Background: an optimization exercise with open tools, aiming at small area, a short achievable clock period and few clock cycles. Do not read the settings as production practice.
Function was checked by simulation only, so behaviour that the tests miss may differ from the original.
Power is estimated from default activity; no workload was simulated.

Setup of job 464:
==> module Mips_Top, before the edit <==
module Mips_Top (
  input     wire              CLK,
  input     wire              RST,
  output    wire    [31:0]    PC,
  input     wire    [31:0]    Instr,
  output    wire    [31:0]    DataAddr,
  output    wire    [31:0]    WriteData,
  output    wire              MemWrite,
  input     wire    [31:0]    ReadData);
  localparam [5:0] OP_R    = 6'b000000;
  localparam [5:0] OP_ADDI = 6'b001000;
  localparam [5:0] OP_LW   = 6'b100011;
  localparam [5:0] OP_SW   = 6'b101011;
  localparam [5:0] OP_BEQ  = 6'b000100;
  localparam [5:0] OP_J    = 6'b000010;
  localparam [2:0] ALU_ADD = 3'd0;
  localparam [2:0] ALU_SUB = 3'd1;
  localparam [2:0] ALU_AND = 3'd2;
  localparam [2:0] ALU_OR  = 3'd3;
  localparam [2:0] ALU_SLT = 3'd4;
  localparam [2:0] ALU_MUL = 3'd5;
  reg  [31:0] pc_q;
  reg         e_valid;
  reg         e_we, e_lw, e_sw, e_beq, e_mul, e_imm;
  reg  [2:0]  e_op;
  reg  [4:0]  e_dst;
  reg  [15:0] e_immv;
  reg  [31:0] e_A, e_B;
  reg         e_av, e_bv;
  reg         e_fam, e_faw, e_fbm, e_fbw;    
  reg         m_valid;
  reg         m_we, m_lw, m_mul;
  reg  [4:0]  m_dst;
  reg  [31:0] m_alu, m_c;
  reg  [12:0] m_ah, m_bh;
  reg  [31:0] da_q, wd_q;
  reg         mw_q;
  reg         w_valid;
  reg  [4:0]  w_dst;
  reg  [31:0] w_data;
  wire [31:0] rf_rd1, rf_rd2;
  wire        rf_v1, rf_v2;
  Register_File U_Register_File (
    .CLK(CLK), .RST(RST),
    .RA1(Instr[25:21]), .RA2(Instr[20:16]),
    .WE(m_wen), .WA(m_dst), .WD(m_res),
    .RD1(rf_rd1), .RD2(rf_rd2), .V1(rf_v1), .V2(rf_v2));
  wire [5:0]  f_op  = Instr[31:26];
  wire [4:0]  f_rs  = Instr[25:21];
  wire [4:0]  f_rt  = Instr[20:16];
  wire [4:0]  f_rd  = Instr[15:11];
  wire [5:0]  f_fn  = Instr[5:0];
  wire f_isr    = (f_op == OP_R);
  wire f_isaddi = (f_op == OP_ADDI);
  wire f_islw   = (f_op == OP_LW);
  wire f_issw   = (f_op == OP_SW);
  wire f_isbeq  = (f_op == OP_BEQ);
  wire f_isj    = (f_op == OP_J);
  wire f_isbu   = f_isbeq & (f_rs == f_rt);
  wire f_isbc   = f_isbeq & ~(f_rs == f_rt);
  wire f_use_rs = f_isr | f_isaddi | f_islw | f_issw | f_isbc;
  wire f_use_rt = f_isr | f_issw | f_isbc;
  reg  [2:0] f_aluop;
  always @(*) begin
    f_aluop = ALU_ADD;
    if (f_isr) begin
      case (f_fn)
        6'b100010: f_aluop = ALU_SUB;
        6'b100100: f_aluop = ALU_AND;
        6'b100101: f_aluop = ALU_OR;
        6'b101010: f_aluop = ALU_SLT;
        6'b011100: f_aluop = ALU_MUL;
        default:   f_aluop = ALU_ADD;
      endcase
    end
  end
  wire e_late  = e_valid & (e_lw | e_mul);
  wire f_stall = e_late & ((f_use_rs & (f_rs == e_dst)) | (f_use_rt & (f_rt == e_dst)));
  wire [31:0] e_Ar = e_av ? e_A : 32'd0;
  wire [31:0] e_Br = e_bv ? e_B : 32'd0;
  wire [31:0] srcA = e_fam ? m_alu : e_faw ? w_data : e_Ar;
  wire [31:0] rtv  = e_fbm ? m_alu : e_fbw ? w_data : e_Br;
  wire [31:0] sext = {{16{e_immv[15]}}, e_immv};
  wire [31:0] srcB = e_imm ? sext : rtv;
  wire        is_sub = (e_op == ALU_SUB) | (e_op == ALU_SLT);
  wire [32:0] sum    = {1'b0, srcA} + {1'b0, is_sub ? ~srcB : srcB} + {32'd0, is_sub};
  wire        ltu    = ~sum[32];
  wire [31:0] mul_s, mul_c;
  Mul_CSA U_Mul_CSA (.A(srcA), .B(rtv[18:0]), .S(mul_s), .C(mul_c));
  reg  [31:0] alu;
  always @(*) begin
    case (e_op)
      ALU_AND: alu = srcA & srcB;
      ALU_OR:  alu = srcA | srcB;
      ALU_SLT: alu = {31'd0, ltu};
      ALU_MUL: alu = mul_s;
      default: alu = sum[31:0];
    endcase
  end
  wire        e_taken = e_valid & e_beq & (srcA == rtv);
  wire [29:0] e_tgt   = pc_q[31:2] + {{14{e_immv[15]}}, e_immv};
  wire [31:0] mul_s2, mul_c2;
  Mul_CSA2 U_Mul_CSA2 (.S(m_alu), .C(m_c), .A(m_ah), .B(m_bh), .S2(mul_s2), .C2(mul_c2));
  wire [31:0] mulres = mul_s2 + mul_c2;
  wire [31:0] m_res  = m_lw ? ReadData : (m_mul ? mulres : m_alu);
  wire        m_wen  = m_valid & m_we;
  assign PC        = pc_q;
  assign DataAddr  = da_q;
  assign WriteData = wd_q;
  assign MemWrite  = mw_q;
  wire [31:0] pc4   = pc_q + 32'd4;
  wire [29:0] f_btg = pc4[31:2] + {{14{Instr[15]}}, Instr[15:0]};
  wire [31:0] pc_n  = e_taken ? {e_tgt, 2'b00} :
                      f_stall ? pc_q :
                      f_isj   ? {pc4[31:28], Instr[25:0], 2'b00} :
                      f_isbu  ? {f_btg, 2'b00} : pc4;
  always @(posedge CLK or negedge RST) begin
    if (!RST) pc_q <= 32'd0;
    else      pc_q <= pc_n;
  end
  always @(posedge CLK or negedge RST) begin
    if (!RST) begin
      e_valid <= 1'b0;
      m_valid <= 1'b0;
      w_valid <= 1'b0;
      mw_q    <= 1'b0;
    end else begin
      e_valid <= ~e_taken & ~f_stall & f_use_rs;
      m_valid <= e_valid;
      w_valid <= m_wen;
      mw_q    <= e_valid & e_sw;
    end
  end
  always @(posedge CLK) begin
    e_we   <= f_isr | f_isaddi | f_islw;
    e_lw   <= f_islw;
    e_sw   <= f_issw;
    e_beq  <= f_isbc;
    e_mul  <= f_isr & (f_fn == 6'b011100);
    e_imm  <= f_isaddi | f_islw | f_issw;
    e_op   <= f_aluop;
    e_dst  <= f_isr ? f_rd : f_rt;
    e_immv <= Instr[15:0];
    e_A    <= rf_rd1;
    e_B    <= rf_rd2;
    e_av   <= rf_v1;
    e_bv   <= rf_v2;
    e_fam  <= e_valid & e_we & ~e_lw & ~e_mul & (f_rs == e_dst);
    e_fbm  <= e_valid & e_we & ~e_lw & ~e_mul & (f_rt == e_dst);
    e_faw  <= m_wen & (f_rs == m_dst);
    e_fbw  <= m_wen & (f_rt == m_dst);
    m_we   <= e_we;
    m_lw   <= e_lw;
    m_mul  <= e_mul;
    m_dst  <= e_dst;
    m_alu  <= alu;
    m_c    <= mul_c;
    m_ah   <= srcA[12:0];
    m_bh   <= rtv[31:19];
    da_q   <= sum[31:0];
    wd_q   <= rtv;
    w_dst  <= m_dst;
    w_data <= m_res;
  end
endmodule
==> flow/config.mk <==
export PLATFORM = sky130hd
export DESIGN_NAME = Mips_Top
export DESIGN_NICKNAME = Mips_Top
export VERILOG_FILES = /design/flow/design.v
export SDC_FILE = /design/flow/constraint.sdc
export NUM_CORES = 8
export LEC_CHECK = 0
export CAP_MARGIN = 20
export CORE_MARGIN = 2
export CORE_UTILIZATION = 40
export SLEW_MARGIN = 20
==> flow/constraint.sdc <==
create_clock -name core_clock -period 24.0 [get_ports {CLK}]
set_input_delay 4.8000 -clock core_clock [delete_from_list [all_inputs] [get_ports {CLK}]]
set_output_delay 4.8000 -clock core_clock [all_outputs]
set_load 0.01 [all_outputs]
standard.sh (not shown) runs the stock make flow with config.mk's settings and CLKGATE_MAP_FILE= SYNTH_SCRIPT=/design/flow/synth_recipe.tcl, a recipe that flattens the netlist after the stock synthesis.
==> flow/flow/run.sh <==
#!/bin/bash
# The standard ORFS layout, with repair_timing asked for setup slack
# margin: the design is laid out and signed off at the design's clock and
# constraints, and the repair steps aim at a shorter achieved period.
set -euo pipefail
bash standard.sh SETUP_SLACK_MARGIN=17.7 finish > standard.log 2>&1
Job 464 finished every stage and its layout cleared the timing, DRC and antenna checks.
Testbench counts of job 464, summed over its fixed seeds: cycles 35,865.
Relative to job 464, the following input files were edited for job 4632:
--- a/flow/design.v
+++ b/flow/design.v
@@ -1148,14 +1148,15 @@
   wire f_isr    = (f_op == OP_R);
   wire f_isaddi = (f_op == OP_ADDI);
   wire f_islw   = (f_op == OP_LW);
   wire f_issw   = (f_op == OP_SW);
   wire f_isbeq  = (f_op == OP_BEQ);
   wire f_isj    = (f_op == OP_J);
-  wire f_isbu   = f_isbeq & (f_rs == f_rt);
-  wire f_isbc   = f_isbeq & ~(f_rs == f_rt);
+  wire [5:0] f_blo = {1'b0, pc_q[6:2]} + 6'd1 + {1'b0, Instr[4:0]};
+  wire f_isbu   = f_isbeq & (f_rs == f_rt) & (Instr[15:5] == 11'd0) & ~f_blo[5];
+  wire f_isbc   = f_isbeq & ~f_isbu;
   wire f_use_rs = f_isr | f_isaddi | f_islw | f_issw | f_isbc;
   wire f_use_rt = f_isr | f_issw | f_isbc;
   reg  [2:0] f_aluop;
   always @(*) begin
     f_aluop = ALU_ADD;
     if (f_isr) begin
@@ -1167,13 +1168,14 @@
         6'b011100: f_aluop = ALU_MUL;
         default:   f_aluop = ALU_ADD;
       endcase
     end
   end
   wire e_late  = e_valid & (e_lw | e_mul);
-  wire f_stall = e_late & ((f_use_rs & (f_rs == e_dst)) | (f_use_rt & (f_rt == e_dst)));
+  wire f_may_rt = (f_op[5] & f_op[3]) | (~f_op[5] & ~f_op[3] & ~f_op[1]);
+  wire f_stall  = e_late & ((f_rs == e_dst) | (f_may_rt & (f_rt == e_dst)));
   wire [31:0] e_Ar = e_av ? e_A : 32'd0;
   wire [31:0] e_Br = e_bv ? e_B : 32'd0;
   wire [31:0] srcA = e_fam ? m_alu : e_faw ? w_data : e_Ar;
   wire [31:0] rtv  = e_fbm ? m_alu : e_fbw ? w_data : e_Br;
   wire [31:0] sext = {{16{e_immv[15]}}, e_immv};
   wire [31:0] srcB = e_imm ? sext : rtv;
@@ -1201,17 +1203,23 @@
   wire        m_wen  = m_valid & m_we;
   assign PC        = pc_q;
   assign DataAddr  = da_q;
   assign WriteData = wd_q;
   assign MemWrite  = mw_q;
   wire [31:0] pc4   = pc_q + 32'd4;
-  wire [29:0] f_btg = pc4[31:2] + {{14{Instr[15]}}, Instr[15:0]};
-  wire [31:0] pc_n  = e_taken ? {e_tgt, 2'b00} :
-                      f_stall ? pc_q :
-                      f_isj   ? {pc4[31:28], Instr[25:0], 2'b00} :
-                      f_isbu  ? {f_btg, 2'b00} : pc4;
+  wire [29:0] f_btg   = {pc4[31:7], f_blo[4:0]};
+  wire        s_e  = e_taken;
+  wire        s_h  = ~e_taken & f_stall;
+  wire        s_j  = ~e_taken & ~f_stall & f_isj;
+  wire        s_b  = ~e_taken & ~f_stall & f_isbu;
+  wire        s_s  = ~e_taken & ~f_stall & ~f_isj & ~f_isbu;
+  wire [31:0] pc_n = ({32{s_e}} & {e_tgt, 2'b00}) |
+                     ({32{s_h}} & pc_q) |
+                     ({32{s_j}} & {pc4[31:28], Instr[25:0], 2'b00}) |
+                     ({32{s_b}} & {f_btg, 2'b00}) |
+                     ({32{s_s}} & pc4);
   always @(posedge CLK or negedge RST) begin
     if (!RST) pc_q <= 32'd0;
     else      pc_q <= pc_n;
   end
   always @(posedge CLK or negedge RST) begin
     if (!RST) begin
### Flow results
- Job 4632: power lower than job 464
- Job 4632 does better than job 464 on global-route wire length before repair.
- The launch point of the critical path comes out Instr[16] in one run and Instr[0] in the other, namely in job 4632 and job 464 respectively.
- On count of state elements after synthesis, job 4632 tracks job 464 almost exactly.
- When job 4632 is set beside job 464, its count of inserted antenna diode cells turns out to be 8 larger.
- Cmp job 4632 and job 464 / number of antenna violations at the first check in global routing / higher: job 4632
- Starting density of the core: job 4632 and job 464 compared, lower one is job 464
- Comparing job 4632 and job 464, the higher clock buffer instance count of the final layout was measured on job 4632.
- Of job 4632 and job 464, job 464 shows the higher global-route track usage on met2, with job 4632 below it.
- Between job 464 and job 4632, number of logic inverters in the finished layout decreased.
- Job 4632 ended up with a higher met3 track demand over resource than job 464 did.
- Job 4632 gives less final net count than job 464 did.
- Compared with job 464, job 4632 shows a combinational power share that is 5.2 points lower.
Testbench counts of job 4632, summed over its fixed seeds: cycles 35,985.

==> separate check: timing with driven ports <==
How much do the figures lean on ideal ports? The routed layouts below were timed once more, with nothing changed but the port constraints. Step 1 sets driving cells, clkbuf_16 on the clock port and buf_2 on the other inputs (assumed; they add their load-dependent delay and slew). Step 2, shift: input delay + t, output delay - t, t = (earliest + latest rising clock arrival at the registers) / 2. This alone moves slack from input paths to output paths. Three values: no drivers, after step 1, after step 2; two values: the first two.
| run | shift t [ns] | setup WS [ns] | worst setup path at the end | worst register clock-pin slew, ns | pins driven straight from the clock port |
|---|---|---|---|---|---|
| job 464 | 0.901 | 17.266 / 17.300 / 16.399 | input to register | 0.08 / 0.08 | 1 |
| job 4632 | 0.881 | 17.666 / 17.643 / 16.839 | input to register | 0.07 / 0.07 | 1 |
After both steps every run listed still meets setup and hold. The setup slack of job 464, which loses most, moves by +0.034 ns with the drivers and by -0.867 ns with both steps.
